From an optimization exercise on the open Yosys and OpenROAD flow, aimed at small area; shortcuts taken in it are not production practice. RTL that was checked went through simulation tests only; none was proved equivalent to the original. No functional check of the RTL was part of run 3. Power is estimated from default activity; no workload was simulated.

File: flow/run.sh
#!/bin/bash
# synth_recipe.tcl (not shown) runs the flow's synth.tcl, then flattens the netlist and writes it again
# the make line also repeats each setting of config.mk as NAME=value (left out here)
make -C /OpenROAD-flow-scripts/flow DESIGN_CONFIG=/design/flow/config.mk WORK_HOME=/design/flow/orfs CLKGATE_MAP_FILE= SYNTH_SCRIPT=/design/flow/synth_recipe.tcl finish
File: flow/config.mk
export PLATFORM = sky130hd
export DESIGN_NAME = uart_parser_register_TOP
export DESIGN_NICKNAME = uart_parser_register_TOP
export VERILOG_FILES = /design/flow/design.v
export SDC_FILE = /design/flow/constraint.sdc
export NUM_CORES = 4
export LEC_CHECK = 0
export CAP_MARGIN = 20
export CORE_MARGIN = 2
export CORE_UTILIZATION = 40
export CTS_BUF_LIST = sky130_fd_sc_hd__clkbuf_8
export CTS_CLUSTER_DIAMETER = 60
export CTS_CLUSTER_SIZE = 18
export PLACE_DENSITY = 0.6
export SLEW_MARGIN = 20
File: flow/constraint.sdc
create_clock -name core_clock -period 10.0 [get_ports {clk}]
set_input_delay 2.0000 -clock core_clock [delete_from_list [all_inputs] [get_ports {clk}]]
set_output_delay 2.0000 -clock core_clock [all_outputs]
set_load 0.01 [all_outputs]
File: flow/design.v
module UART_RX(
    input clk,
    input reset,
    input rx,
    output rxd,           
    output smp,           
    output [2:0] pos,     
    output in_data,       
    output done,          
    output cnt6           
    );
    reg rx_synch1, rx_synch2;
    always @(posedge clk) begin
        rx_synch1 <= rx;
        rx_synch2 <= rx_synch1;
    end
    assign rxd = rx_synch2;
    reg [4:0] counter;
    wire tick = (counter == 5'd26);
    always @(posedge clk)
        if (!reset || tick) counter <= 5'd0;
        else counter <= counter + 5'd1;
    assign cnt6 = (counter == 5'd6);
    localparam DATA8 = 4'd0, IDLE = 4'd1, START = 4'd2, STOP = 4'd3, DONE = 4'd4, DATA0 = 4'd8;
    reg [3:0] state;
    reg [3:0] bt;
    always @(posedge clk) begin
        if (!reset) begin
            state <= IDLE;
        end else begin
            case (state)
                IDLE:  if (!rx_synch2) state <= START;
                START: if (tick && bt == 4'd7) state <= rx_synch2 ? IDLE : DATA0;
                DATA8: if (tick) state <= STOP;
                STOP:  if (tick && bt == 4'd15 && rx_synch2) state <= DONE;
                DONE:  state <= IDLE;
                default: if (state[3] && tick && bt == 4'd15) state <= state + 4'd1;
            endcase
        end
    end
    always @(posedge clk) begin
        if (state == IDLE || (state == START && tick && bt == 4'd7))
            bt <= 4'd0;
        else if (tick)
            bt <= bt + 4'd1;
    end
    assign in_data = state[3];
    assign pos = state[2:0];
    assign smp = state[3] && tick && bt == 4'd15;
    assign done = (state == DONE);
endmodule
module UART_TX(
    input clk,
    input reset,
    input start,
    input [7:0] tap,
    input hit,
    output busy,
    output TX
    );
    reg [3:0] tbc;
    wire enable = (tbc == 4'd9);
    always @(posedge clk)
        if (!reset || enable) tbc <= 4'd0;
        else tbc <= tbc + 4'd1;
    localparam IDLE = 4'd0, PEND = 4'd1, DONE = 4'd2, S0 = 4'd6, S1 = 4'd7;
    reg [3:0] state;
    always @(posedge clk) begin
        if (!reset) state <= IDLE;
        else if (state == IDLE) begin
            if (start) state <= PEND;
        end else if (enable) begin
            case (state)
                PEND: state <= S0;
                DONE: state <= IDLE;
                4'd15: state <= DONE;
                default: state <= state + 4'd1;
            endcase
        end
    end
    reg [7:0] buf_q;
    wire idle = (state == IDLE || state == PEND);
    always @(posedge clk)
        if (idle && hit) buf_q <= tap;
    assign busy = !idle;
    assign TX = state[3] ? buf_q[state[2:0]] : (state != S1);
endmodule
module cmd_parser(
    input clk,
    input reset,
    input rxd,
    input smp,
    input [2:0] pos,
    input in_data,
    input done,
    input cnt6,
    output reg wv,       
    output wen,
    output reg [5:0] addr,
    output reg [7:0] data,
    output start
    );
    localparam CMD_R = 3'd0, CMD_W = 3'd1, ADDR_R = 3'd2, ADDR_W = 3'd3, DATA = 3'd5, RWAIT = 3'd4, RDW = 3'd6;
    reg [2:0] state;
    wire last = smp && pos == 3'd7;
    always @(posedge clk) begin
        if (!reset) begin
            state <= CMD_R;
            wv <= 1'b0;
        end else begin
            case (state)
                CMD_R, CMD_W: if (last) state <= rxd ? ADDR_W : ADDR_R;
                ADDR_W: if (last) state <= DATA;
                ADDR_R: if (last) state <= RWAIT;
                RWAIT: if (done) state <= RDW;
                DATA: if (last) begin state <= CMD_W; wv <= 1'b1; end
                RDW: if (cnt6) state <= CMD_R;
                default: state <= CMD_R;
            endcase
        end
    end
    always @(posedge clk)
        if ((state == ADDR_R || state == ADDR_W) && smp && !(pos[2] && pos[1]))
            addr <= {rxd, addr[5:1]};
    always @(posedge clk)
        if (state == DATA && smp)
            data <= {rxd, data[7:1]};
    assign wen = state == CMD_W || (state == ADDR_W && !in_data);
    assign start = (state == RDW) && cnt6;
endmodule
module register_file(
    input clk,
    input reset,
    input wv,
    input wen,
    input [5:0] addr,
    input [7:0] data,
    output [7:0] tap,
    output hit
    );
    reg [511:0] ring;
    reg [5:0] ptr;
    wire fb = ptr[5] ^ ptr[4] ^ (ptr[4:0] == 5'd0);
    always @(posedge clk) begin
        if (!reset) ptr <= 6'd0;
        else ptr <= {ptr[4:0], fb};
    end
    assign tap = ring[7:0];
    assign hit = (ptr == addr);
    wire [7:0] ins = !wv ? 8'd0 : (wen && hit) ? data : tap;
    always @(posedge clk)
        ring <= {ins, ring[511:8]};
endmodule
module uart_parser_register_TOP(
    input clk,
    input reset,
    input RX,
    output TX,
    output busy
    );
    wire rxd, smp, in_data, done, cnt6;
    wire [2:0] pos;
    UART_RX uart_rx(.clk(clk), .reset(reset), .rx(RX), .rxd(rxd), .smp(smp), .pos(pos),
                    .in_data(in_data), .done(done), .cnt6(cnt6));
    wire wv, wen, start;
    wire [5:0] addr;
    wire [7:0] data;
    cmd_parser parser(.clk(clk), .reset(reset), .rxd(rxd), .smp(smp), .pos(pos),
                      .in_data(in_data), .done(done), .cnt6(cnt6), .wv(wv), .wen(wen),
                      .addr(addr), .data(data), .start(start));
    wire [7:0] tap;
    wire hit;
    register_file reg_file(.clk(clk), .reset(reset), .wv(wv), .wen(wen), .addr(addr), .data(data),
                           .tap(tap), .hit(hit));
    UART_TX uart_tx(.clk(clk), .reset(reset), .start(start), .tap(tap), .hit(hit),
                    .busy(busy), .TX(TX));
endmodule
==> summary.txt, run 1 <==
PD cells -> 240.8 nW/um^2
Crit Reg-Reg Endpoint -> parser.addr[1]
Syn avg cell area -> 16.73 um^2
Worst-margin pin slew -> 647.2 ps
Switching share of power -> 20.71%
Slew Viols, Final -> 0
Post-route met1 wirelength -> 7.918 mm
Largest net degree at the start of global routing -> 20
Crit path capture type -> primary output
Via Count -> 4,997
Setup Fix Bufs, Post-CTS -> 0
TritonCTS Buffers -> 38
Ports -> 5
Metal2 WL -> 5.017 mm
DR WL/cell -> 10.97 um
Crit-path max FO -> 7
Mapped Cells -> 777
CTS clk-pin slew, worst paths -> 100 ps
Root buffer cell -> clkbuf_8
Top-area cell type share of the netlist area -> 83.93%
Initial antenna violation count -> 0
DIE AREA -> 33,960 um^2
Worst Setup SP -> uart_tx.state[0]
Initial Utilization -> 40.26%
RSZ-0062 raised after global routing -> no
Max_slew headroom -> 56.69%
Final period util -> 43.16%
Syn_nets -> 794
DRT Pass-1 Iters -> 4
Congestion Overflow GR -> 0
CP endpoint -> TX
Slowest stage cell, crit path -> mux4_2
Critical Path Max Stage Delay -> 540 ps
Total power -> 3.417 mW
Worst setup margin -> 5684 ps
Max cap viols -> 0
Clock share of power -> 29.6%
Placed cell areas -> 13,570 um^2
CTS resizes -> 0
Clock tree buffer depth -> 3
Static leakage -> 5.539 nW
Core area -> 32,290 um^2
Setup Skew -> 29.41 ps
Area Growth Syn to Fin -> 9.153%
R2R Setup Slk -> 7840 ps
Clock tree sinks -> 567
Tot GR Track Use -> 8.669%
Layout cells sized above 1 -> 7.169%
Port-buffer cells -> 4
Top layer in use -> met4
Final antenna-violating net count -> 0
Die width -> 184.3 um
Antenna cells -> 0
First-pass GRT wire length -> 23.98 mm
EDFF count, synth -> 22
VDD IR max -> 0.09430 mV
Critical path launch point type -> flip-flop
Net Sw Power -> 0.7078 mW
Via density -> 3.950
Primary FF master, synth -> dfxtp_1
H-Tree Level Count -> 2
Time the worst path needs with I/O delays and setup -> 4316 ps
Sequential cell area fraction in the yosys report -> 89.01%
Gpl congestion -> 0.7504
Achievable Freq -> 231.7 MHz
# DRC -> 0
Critical path class -> reg -> out
CTS tree -> yes
Finish-stage setup viols -> 0
R2r startpoint -> uart_rx.counter[0]
Final Cell Area -> 14,190 um^2
Hold Violations, Final -> 0
P_int -> 2.709 mW
Cell Area, Synth -> 13,000 um^2
Hold_ws -> 311.9 ps
Post-synthesis sequential element count -> 567
Sequential share of power -> 67.2%
Crit path cell chain -> mux4_2, mux2i_1, a21oi_1, clkdlybuf4s50_1
Pre-CTS WS -> 6237 ps
Post-DP HPWL -> 7.342 mm
Worst hold-check path type -> reg -> reg
Drt total wl -> 13.88 mm
Vias in the first global route -> 4,867
Met3 WL -> 569 um
Post-Route Setup TNS -> 0 ps
R2R cell count -> 6
Yosys top cell by area -> dfxtp_1
Row count -> 66
CP arrival -> 2320 ps
Clk Latency, worst-skew pair -> 560 ps
Netlist cell types -> 56
CTS Hold Buffers Added -> 0
HP Start -> reg_file.ring[501]
Nets -> 831
Asr flop ratio synth -> 0%
Logic pwr share -> 3.2%
Top area cells in the synthesized netlist -> dfxtp_1 84%, edfxtp_1 5.1%, ha_1 1.3%
Warning count from the yosys run -> 4
Initial DRC count -> 262
Status -> finished clean
Die Y -> 184.3 um
Data required, critical path -> 8000 ps
[per-layer routing]
metal / GRT usage (%) / vias up
met5: 0 / -
met4: 3.872 / 0
met3: 2.391 / 34
met2: 10.88 / 69
met1: 13.54 / 2323
li1: - / 2571
[kinds of logic after synthesis]
kind of cell	after synthesis	share of synthesized area, %
DFF	567	89.01
buffers and inverters	20	0.6448
muxes	14	1.280
AOI/OAI and AO/OA	46	2.474
and+or+nand+nor	102	4.302
xor gates and xnor gates	14	0.9432
adders and majority gates	14	1.347
[stage by stage]
stage	std cells	utilization, %
finish	1265	43.95
detailed placement	1216	42.02
global route	1265	43.95
floorplan	777	-
CTS	1265	43.95
global placement	1216	42.02
[critical path: cells and delay by family (launching register included)]
kind / cells / cell delay [ps]
muxes: 2 / 680
DFF: 1 / 520
buffers and inverters: 1 / 490
AOI/OAI and AO/OA: 1 / 80
[Yosys cell counts (2+ instances only)]
library cell  count
dfxtp_1         545
edfxtp_1         22
and3_1            2
a31oi_1           2
xor2_1            9
and2_1            6
nand2_1          19
a21oi_1          13
clkbuf_1          4
nand2b_1          3
o21a_1            2
ha_1             14
xnor2_1           5
inv_1            10
mux2i_1          11
nor2b_1          10
nor2_1           24
nor4_1            2
nand4_1           3
nand3_1          11
a221o_1           2
nor3b_1           3
o21ai_0           9
o221a_1           2
buf_2             4
mux4_2            2
nor3_1            9
[registers in the layout, summed over array words and instances, names as in the netlist]
name,flops
reg_file.ring,512
parser.data,8
uart_tx.buf_q,8
parser.addr,6
reg_file.ptr,6
uart_rx.counter,5
uart_rx.bt,4
uart_rx.state,4
uart_tx.state,4
uart_tx.tbc,4
parser.state,3
parser.wv,1
uart_rx.rx_synch1,1
uart_rx.rx_synch2,1
[layout make-up]
cell class / count / area [um^2]
clock buffer: 38 / 523.0
clock inverter: 11 / 100.1
fill: 2822 / 18100
inverter: 11 / 41.29
multi-input combinational: 190 / 1346
sequential: 567 / 11570
tap: 442 / 553.0
timing repair buffer: 6 / 55.05
[power by group through the flow]
stage / combinational [mW] / sequential [mW] / clock, mW
floorplan: 0.0934 / 2.34 / 0
global placement: 0.107 / 2.35 / 0
detailed placement: 0.109 / 2.35 / 0
CTS: 0.110 / 2.30 / 1.07
global route: 0.125 / 2.30 / 1.16
finish: 0.110 / 2.30 / 1.01
[worst min path at each step]
stage | end | slack (ps) | depth (start not counted)
after global routing | reg_file.ring[83] | 340 | 0
after CTS | reg_file.ring[493] | 310 | 0
after global placement | reg_file.ring[22] | 310 | 0
final | reg_file.ring[493] | 310 | 0
after floorplan | reg_file.ring[0] | 310 | 0
after detailed placement | reg_file.ring[303] | 310 | 0
[placed cells by master, fill, tap and decap left out, types with 6 or more instances in the layout]
master	synthesis	layout
mux2i_1	11	11
ha_1	14	14
o21ai_0	9	9
nand3_1	11	11
a21oi_1	13	13
edfxtp_1	22	22
inv_1	10	14
clkbuf_8	0	38
xor2_1	9	9
dfxtp_1	545	545
nor3_1	9	9
nor2_1	24	24
and2_1	6	6
nor2b_1	10	10
nand2_1	19	19
==> run 2: changes to the inputs <==
--- a/flow/config.mk
+++ b/flow/config.mk
@@ -8,8 +8,8 @@
 export CAP_MARGIN = 20
 export CORE_MARGIN = 2
 export CORE_UTILIZATION = 40
-export CTS_BUF_LIST = sky130_fd_sc_hd__clkbuf_8
-export CTS_CLUSTER_DIAMETER = 60
-export CTS_CLUSTER_SIZE = 18
+export CTS_BUF_LIST = sky130_fd_sc_hd__clkbuf_16
+export CTS_CLUSTER_DIAMETER = 80
+export CTS_CLUSTER_SIZE = 32
 export PLACE_DENSITY = 0.6
 export SLEW_MARGIN = 20
==> run 2 against run 1 <==
Net effect: combinational power barely moved; synthesized cell count unchanged; core utilization rose by 0.050 points; cell count fell by 1.5%; worst hold slack gained 7.0 ps; synthesized area is the same; highest routed layer unchanged; critical path depth is the same; largest cell class unchanged; critical endpoint unchanged; still clean on timing, DRC and antenna; total power increased by 1.0%; first-iteration DRC count fell by 15%; die area stayed put; routed wire length decreased by 2.0%.
==> summary.txt, run 2 <==
Status -> finished clean
Finished Core Util -> 44.00% (+0.050 points)
Data required, critical path -> 8000 ps (about the same)
Setup Fix Bufs, Post-CTS -> 0 (unchanged)
Layout cells sized above 1 -> 4.975% (-2.2 points)
Via density -> 3.950 (about the same)
Asr flop ratio synth -> 0% (unchanged)
Antenna cells -> 0 (unchanged)
VDD IR max -> 0.1137 mV (+21%)
Final antenna-violating net count -> 0 (unchanged)
Critical Path Max Stage Delay -> 540 ps (about the same)
CTS clk-pin slew, worst paths -> 110 ps (about the same)
Crit-path max FO -> 7 (unchanged)
Worst hold-check path type -> reg -> reg
Die Y -> 184.3 um (unchanged)
Multi-input gate area -> 1346 um^2 (unchanged)
Biggest register -> reg_file.ring
Worst-margin pin slew -> 658.9 ps (+11.65 ps)
Crit path capture type -> primary output
Die width -> 184.3 um (unchanged)
Slowest stage cell, crit path -> mux4_2
Yosys top cell by area -> dfxtp_1
Max_slew headroom -> 55.91% (-0.78 points)
Most common cell after layout, fill and taps aside -> dfxtp_1
Critical path class -> reg -> out
Root buffer cell -> clkbuf_16
Sequential cell area fraction in the yosys report -> 89.01% (unchanged)
Final period util -> 42.96% (-0.20 points)
DIE AREA -> 33,960 um^2 (unchanged)
Syn_nets -> 794 (unchanged)
Crit path cell chain -> mux4_2, mux2i_1, a21oi_1, clkdlybuf4s50_1
Max cap viols -> 0 (unchanged)
Primary FF master, synth -> dfxtp_1
Mapped Cells -> 777 (unchanged)
Post-Route Setup TNS -> 0 ps (unchanged)
DRT Pass-1 Iters -> 5 (+1)
Static leakage -> 5.541 nW (about the same)
Post-synth top cells -> 545 x dfxtp_1, 24 x nor2_1, 22 x edfxtp_1
Row count -> 66 (unchanged)
Nets -> 815 (-1.9%)
Finish-stage setup viols -> 0 (unchanged)
CTS resizes -> 0 (unchanged)
RSZ-0062 raised after global routing -> no
Placed insts -> 1,216 (unchanged)
Largest net degree at the start of global routing -> 34 (+70%)
Tot GR Track Use -> 8.342% (-0.33 points)
CP arrival -> 2300 ps (-20 ps)
Achievable Freq -> 232.8 MHz (+0.47%)
Time the worst path needs with I/O delays and setup -> 4296 ps (-20.20 ps)
Clk Latency, worst-skew pair -> 540 ps (-20 ps)
Initial DRC count -> 223 (-15%)
Vias in the first global route -> 4,644 (-4.6%)
Fill count -> 2,814 (-0.28%)
Top area cells in the synthesized netlist -> dfxtp_1 84%, edfxtp_1 5.1%, ha_1 1.3%
Initial antenna violation count -> 0 (unchanged)
CTS tree -> yes
Netlist cell types -> 56 (unchanged)
Most common cell in the netlist -> dfxtp_1
Port-buffer cells -> 4 (unchanged)
R2R cell count -> 6 (unchanged)
Warning count from the yosys run -> 4 (unchanged)
DR WL/cell -> 10.92 um (-0.49%)
EDFF count, synth -> 22 (unchanged)
Hold Violations, Final -> 0 (unchanged)
Top-area cell type share of the netlist area -> 83.93% (unchanged)
Via Count -> 4,922 (-1.5%)
Critical path depth -> 4 (unchanged)
Reg area -> 11,570 um^2 (unchanged)
Slew Viols, Final -> 0 (unchanged)
WP buf/inv -> 1 (unchanged)
Hold path cells -> 0 (unchanged)
Drt total wl -> 13.61 mm (-2.0%)
Critical path launch point type -> flip-flop
Cell Area, Synth -> 13,000 um^2 (unchanged)
Commonest cells after routing, fill and taps aside -> 545 x dfxtp_1, 24 x nor2_1, 23 x clkbuf_16
Post-DP HPWL -> 7.342 mm (unchanged)
TritonCTS Buffers -> 22 (-42%)
CTS Hold Buffers Added -> 0 (unchanged)
Congestion Overflow GR -> 0 (unchanged)
Ports -> 5 (unchanged)
Post-synthesis sequential element count -> 567 (unchanged)
Crit-path leading delay family -> multiplexers
Core area -> 32,290 um^2 (unchanged)
Syn avg cell area -> 16.73 um^2 (unchanged)
# DRC -> 0 (unchanged)
Setup Skew -> 20.19 ps (-9.226 ps)
Area Growth Syn to Fin -> 9.278%
Max reg flops -> 512 (unchanged)
Clock tree sinks -> 567 (unchanged)
Top Registers -> reg_file.ring: 512 flops, parser.data: 8 flops, uart_tx.buf_q: 8 flops
PD cells -> 243.1 nW/um^2 (+0.93%)
Cell Count, Final, Fillers Out -> 1,246 (-1.5%)
First-pass GRT wire length -> 23.31 mm (-2.8%)
Clock tree buffer depth -> 3 (unchanged)
H-Tree Level Count -> 1 (-1)
Gpl congestion -> 0.7504 (unchanged)
Initial Utilization -> 40.26% (unchanged)
run 2: cell counts after synthesis:
No cell type changed its count.
run 2: area by class of cell:
type / count / share of cell area (%)
sequential: 567 / 81.45
multi-input combinational: 190 / 9.477
clock buffer: 23 / 4.051
tap: 442 / 3.893
clock inverter: 7 / 0.4492
timing repair buffer: 6 / 0.3875
inverter: 11 / 0.2906
run 2: per-layer routing:
metal	vias to the layer above	global-route usage, %	part of all wire, %
li1	2544	-	-
met1	2291	13.54	58
met2	61	10.70	35
met3	26	1.719	3.4
met4	0	2.912	2.8
met5	-	0	0
run 2: cell families after synthesis:
logic type | Yosys count | synth area share, %
simple gates | 102 | 4.302
buf+inv | 20 | 0.6448
xor+xnor | 14 | 0.9432
flops | 567 | 89.01
mux | 14 | 1.280
compound gates | 46 | 2.474
fa+ha+maj | 14 | 1.347
run 2: report_power, final:
group,leakage [nW],internal [mW],switching (mW)
logic,0.620,0.0486,0.0616
registers,4.60,2.28,0.0185
clock network,0.322,0.428,0.617
total,5.54,2.76,0.697
run 2: final timing paths:
path	from	slack, ps	endpoint
worst max register to register	uart_rx.counter[0]	7820	parser.addr[3]
worst min register to register	reg_file.ring[86]	320	reg_file.ring[78]
worst max-delay path	uart_tx.state[0]	5700	TX
worst min-delay path	reg_file.ring[86]	320	reg_file.ring[78]
run 2: stage by stage:
step	cell area [um^2]	hold WS (ps)	total power, mW	setup slack [ps]
detailed placement	13570	312.1	2.458	6237
global placement	13570	310.3	2.455	6243
floorplan	13000	309.6	2.432	6786
CTS	14210	317.2	3.501	5646
finish	14210	318.8	3.453	5704
global route	14210	317.4	3.605	5570
==> run 3: changes to the inputs <==
--- a/flow/design.v
+++ b/flow/design.v
@@ -94,7 +94,6 @@
     input in_data,
     input done,
     input cnt6,
-    output reg wv,       
     output wen,
     output reg [5:0] addr,
     output reg [7:0] data,
@@ -102,6 +101,7 @@
     );
     localparam CMD_R = 3'd0, CMD_W = 3'd1, ADDR_R = 3'd2, ADDR_W = 3'd3, DATA = 3'd5, RWAIT = 3'd4, RDW = 3'd6;
     reg [2:0] state;
+    reg wv;  
     wire last = smp && pos == 3'd7;
     always @(posedge clk) begin
         if (!reset) begin
@@ -125,13 +125,12 @@
     always @(posedge clk)
         if (state == DATA && smp)
             data <= {rxd, data[7:1]};
-    assign wen = state == CMD_W || (state == ADDR_W && !in_data);
+    assign wen = wv && (state == CMD_W || state == ADDR_W) && !in_data;
     assign start = (state == RDW) && cnt6;
 endmodule
 module register_file(
     input clk,
     input reset,
-    input wv,
     input wen,
     input [5:0] addr,
     input [7:0] data,
@@ -140,14 +139,18 @@
     );
     reg [511:0] ring;
     reg [5:0] ptr;
+    reg clr;
     wire fb = ptr[5] ^ ptr[4] ^ (ptr[4:0] == 5'd0);
+    wire ptr_last = (ptr == 6'b100000);
     always @(posedge clk) begin
         if (!reset) ptr <= 6'd0;
         else ptr <= {ptr[4:0], fb};
     end
+    always @(posedge clk)
+        clr <= !reset || (clr && !ptr_last);
     assign tap = ring[7:0];
     assign hit = (ptr == addr);
-    wire [7:0] ins = !wv ? 8'd0 : (wen && hit) ? data : tap;
+    wire [7:0] ins = clr ? 8'd0 : (wen && hit) ? data : tap;
     always @(posedge clk)
         ring <= {ins, ring[511:8]};
 endmodule
@@ -162,15 +165,15 @@
     wire [2:0] pos;
     UART_RX uart_rx(.clk(clk), .reset(reset), .rx(RX), .rxd(rxd), .smp(smp), .pos(pos),
                     .in_data(in_data), .done(done), .cnt6(cnt6));
-    wire wv, wen, start;
+    wire wen, start;
     wire [5:0] addr;
     wire [7:0] data;
     cmd_parser parser(.clk(clk), .reset(reset), .rxd(rxd), .smp(smp), .pos(pos),
-                      .in_data(in_data), .done(done), .cnt6(cnt6), .wv(wv), .wen(wen),
+                      .in_data(in_data), .done(done), .cnt6(cnt6), .wen(wen),
                       .addr(addr), .data(data), .start(start));
     wire [7:0] tap;
     wire hit;
-    register_file reg_file(.clk(clk), .reset(reset), .wv(wv), .wen(wen), .addr(addr), .data(data),
+    register_file reg_file(.clk(clk), .reset(reset), .wen(wen), .addr(addr), .data(data),
                            .tap(tap), .hit(hit));
     UART_TX uart_tx(.clk(clk), .reset(reset), .start(start), .tap(tap), .hit(hit),
                     .busy(busy), .TX(TX));
--- a/flow/config.mk
+++ b/flow/config.mk
@@ -8,8 +8,5 @@
 export CAP_MARGIN = 20
 export CORE_MARGIN = 2
 export CORE_UTILIZATION = 40
-export CTS_BUF_LIST = sky130_fd_sc_hd__clkbuf_16
-export CTS_CLUSTER_DIAMETER = 80
-export CTS_CLUSTER_SIZE = 32
 export PLACE_DENSITY = 0.6
 export SLEW_MARGIN = 20
==> run 3 against run 2 <==
Net effect: still clean; fmax down 0.57%; non-clock buffer count is the same; largest power group unchanged; worst hold slack lost 8.4 ps.
==> summary.txt, run 3 <==
Nets -> 848 (+4.0%)
Finished Core Util -> 47.50% (+3.5 points)
Hold_ws -> 310.4 ps (-8.402 ps)
PD cells -> 286.4 nW/um^2 (+18%)
Total power -> 4.393 mW (+27%)
CTS tree -> yes
Static leakage -> 6.108 nW (+10%)
Row count -> 66 (unchanged)
Critical Path Max Stage Delay -> 530 ps (about the same)
Primary FF master, synth -> dfxtp_1
R2R cell count -> 6 (unchanged)
R2r startpoint -> uart_rx.counter[0]
Ports -> 5 (unchanged)
Most common cell in the netlist -> dfxtp_1
Slowest stage cell, crit path -> mux4_2
Die Y -> 184.4 um (about the same)
Via Count -> 5,193 (+5.5%)
Sequential cell area fraction in the yosys report -> 89.04% (about the same)
R2R Setup Slk -> 7850 ps (+30 ps)
Max reg flops -> 512 (unchanged)
Crit path cell chain -> mux4_2, mux2i_1, a21oi_1, clkdlybuf4s50_1
Clock tree sinks -> 568 (+0.18%)
Hold Violations, Final -> 0 (unchanged)
Initial DRC count -> 214 (-4.0%)
CTS Hold Buffers Added -> 0 (unchanged)
Vias in the first global route -> 5,103 (+9.9%)
Most common cell after layout, fill and taps aside -> dfxtp_1
Max cap viols -> 0 (unchanged)
Min-Delay Endpoint -> reg_file.ring[125]
Placed insts -> 1,220 (+0.33%)
CP arrival -> 2320 ps (+20 ps)
Tot GR Track Use -> 8.983% (+0.64 points)
Post-DP HPWL -> 7.341 mm (about the same)
Initial Utilization -> 40.32% (+0.054 points)
CTS resizes -> 0 (unchanged)
Data required, critical path -> 8000 ps (about the same)
Clk Latency, worst-skew pair -> 560 ps (+20 ps)
Area Growth Syn to Fin -> 17.81%
Cell Count, Final, Fillers Out -> 1,309 (+5.1%)
Commonest cells after routing, fill and taps aside -> 546 x dfxtp_1, 51 x clkbuf_16, 35 x nor2_1
Pre-CTS WS -> 6248 ps (+11.51 ps)
Worst hold-check path type -> reg -> reg
Netlist cell types -> 52 (-7.1%)
Critical path launch point type -> flip-flop
Port-buffer cells -> 4 (unchanged)
Antenna cells -> 0 (unchanged)
Root buffer cell -> clkbuf_16
Final Cell Area -> 15,340 um^2 (+8.0%)
TritonCTS Buffers -> 50 (+130%)
HP Start -> reg_file.ring[133]
# DRC -> 0 (unchanged)
Syn_nets -> 802 (+1.0%)
Gpl congestion -> 0.7995 (+6.5%)
Die width -> 184.4 um (about the same)
Crit-path max FO -> 7 (unchanged)
Top area cells in the synthesized netlist -> dfxtp_1 84%, edfxtp_1 5.1%, ha_1 1.4%
DIE AREA -> 34,000 um^2 (+0.14%)
Reg area -> 11,590 um^2 (+0.17%)
Asr flop ratio synth -> 0% (unchanged)
Layout cells sized above 1 -> 10.73% (+5.8 points)
Max_slew headroom -> 44.21% (-12 points)
Worst-margin pin slew -> 834.3 ps (+175.4 ps)
Clock tree buffer depth -> 3 (unchanged)
Hold path cells -> 0 (unchanged)
Initial antenna violation count -> 0 (unchanged)
Crit Reg-Reg Endpoint -> parser.addr[0]
Achievable Freq -> 231.4 MHz (-0.57%)
H-Tree Level Count -> 2 (+1)
Cell Area, Synth -> 13,020 um^2 (+0.13%)
Fill count -> 2,745 (-2.5%)
DRT Pass-1 Iters -> 4 (-1)
Syn avg cell area -> 16.60 um^2 (-0.76%)
Worst setup margin -> 5679 ps (-24.70 ps)
Yosys top cell by area -> dfxtp_1
DR WL/cell -> 11.11 um (+1.7%)
Congestion Overflow GR -> 0 (unchanged)
CTS clk-pin slew, worst paths -> 70 ps (-40 ps)
EDFF count, synth -> 22 (unchanged)
Warning count from the yosys run -> 4 (unchanged)
Largest net degree at the start of global routing -> 27 (-21%)
Final period util -> 43.21% (+0.25 points)
Multi-input gate area -> 1321 um^2 (-1.9%)
Finish-stage setup viols -> 0 (unchanged)
Placed cell areas -> 13,570 um^2 (about the same)
Setup Fix Bufs, Post-CTS -> 0 (unchanged)
RSZ-0062 raised after global routing -> no
Post-synthesis sequential element count -> 568 (+0.18%)
Post-Route Setup TNS -> 0 ps (unchanged)
Drt total wl -> 14.54 mm (+6.9%)
Slew Viols, Final -> 0 (unchanged)
Mapped Cells -> 784 (+0.90%)
VDD IR max -> 0.1501 mV (+32%)
Biggest register -> reg_file.ring
Critical path class -> reg -> out
Status -> finished clean
Top-area cell type share of the netlist area -> 83.97% (about the same)
Setup Skew -> 15.72 ps (-4.468 ps)
Final antenna-violating net count -> 0 (unchanged)
Time the worst path needs with I/O delays and setup -> 4321 ps (+24.70 ps)
First-pass GRT wire length -> 24.83 mm (+6.5%)
Via density -> 3.967 (+0.43%)
Crit path capture type -> primary output
Top Registers -> reg_file.ring: 512 flops, parser.data: 8 flops, uart_tx.buf_q: 8 flops
Core area -> 32,290 um^2 (unchanged)
Post-synth top cells -> 546 x dfxtp_1, 35 x nor2_1, 22 x edfxtp_1
-- run 3: changes by cell type in the layout (fill, tap and decap cells not counted), sizes merged, moves of 3 or more --
cell and change:
bufinv +7, clkbuf +45, clkinv +5, inv +3, nor2 +10, nor2b -7, nor3 -4, o211ai +3
-- run 3: report_power, final --
part	internal (mW)	switching, mW	total (mW)
registers	2.28	0.0163	2.30
clock network	1.19	0.794	1.99
logic	0.0452	0.0599	0.105
total	3.52	0.870	4.39
-- run 3: area by class of cell --
type	instances	share of cell area, %
Clock inverter	21	2.195
Timing Repair Buffer	6	0.3590
Inverter	13	0.3182
Multi-Input combinational cell	191	8.615
Clock buffer	68	9.325
Tap cell	442	3.606
Sequential cell	568	75.58
-- run 3: critical path, delay by kind of cell (launching register included) --
kind,cells,cell delay (ps)
multiplexers,2,680
AO/OA/AOI/OAI,1,100
buffers and inverters,1,500
flip-flops,1,480
-- run 3: logic make-up after synthesis --
family	count (synthesis)	share of synthesized area, %
flops	568	89.04
xor+xnor	14	0.9420
fa+ha+maj	15	1.442
buf+inv	25	0.8170
compound gates	51	2.653
simple gates	98	3.902
mux	13	1.201
-- run 3: layer usage --
| layer | vias up | global-route usage (%) | part of all wire, % |
|---|---|---|---|
| li1 | 2657 | - | - |
| met3 | 43 | 2.588 | 4.3 |
| met2 | 73 | 11.59 | 38 |
| met5 | - | 0 | 0 |
| met4 | 0 | 4.704 | 3.5 |
| met1 | 2420 | 13.41 | 55 |
-- run 3: how the worst max path moves through the flow --
stage                           from  end
floorplan           uart_tx.state[0]   TX
global placement    uart_tx.state[0]   TX
detailed placement  uart_tx.state[0]   TX
CTS                 uart_tx.state[0]   TX
global route        uart_tx.state[0]   TX
finish              uart_tx.state[0]   TX

## port drivers added, routing unchanged
No port has a modelled driver above. Below, the same layouts with a new extraction and two added sets of constraints.
Step 1 sets driving cells, clkbuf_16 on the clock port and buf_2 on the other inputs (assumed; they add their load-dependent delay and slew).
Step 2 adds t to the input delays and takes it off the output delays; t is the mean of the earliest and latest rising clock arrival at the registers after step 1. Input paths then give back, and output paths get back, about the clock's delay inside the block.
Slacks: ideal ports / drivers / drivers and shift; pairs: ideal ports / drivers.
run	t (ns)	slack for setup (ns)	slew at the worst register clock pin (ns)
run 1	0.587	5.684 / 5.643 / 6.229	0.11 / 0.11
run 2	0.569	5.704 / 5.658 / 6.227	0.11 / 0.11
run 3	0.597	5.679 / 5.631 / 6.228	0.07 / 0.07
After both steps setup and hold are still met in every run listed.
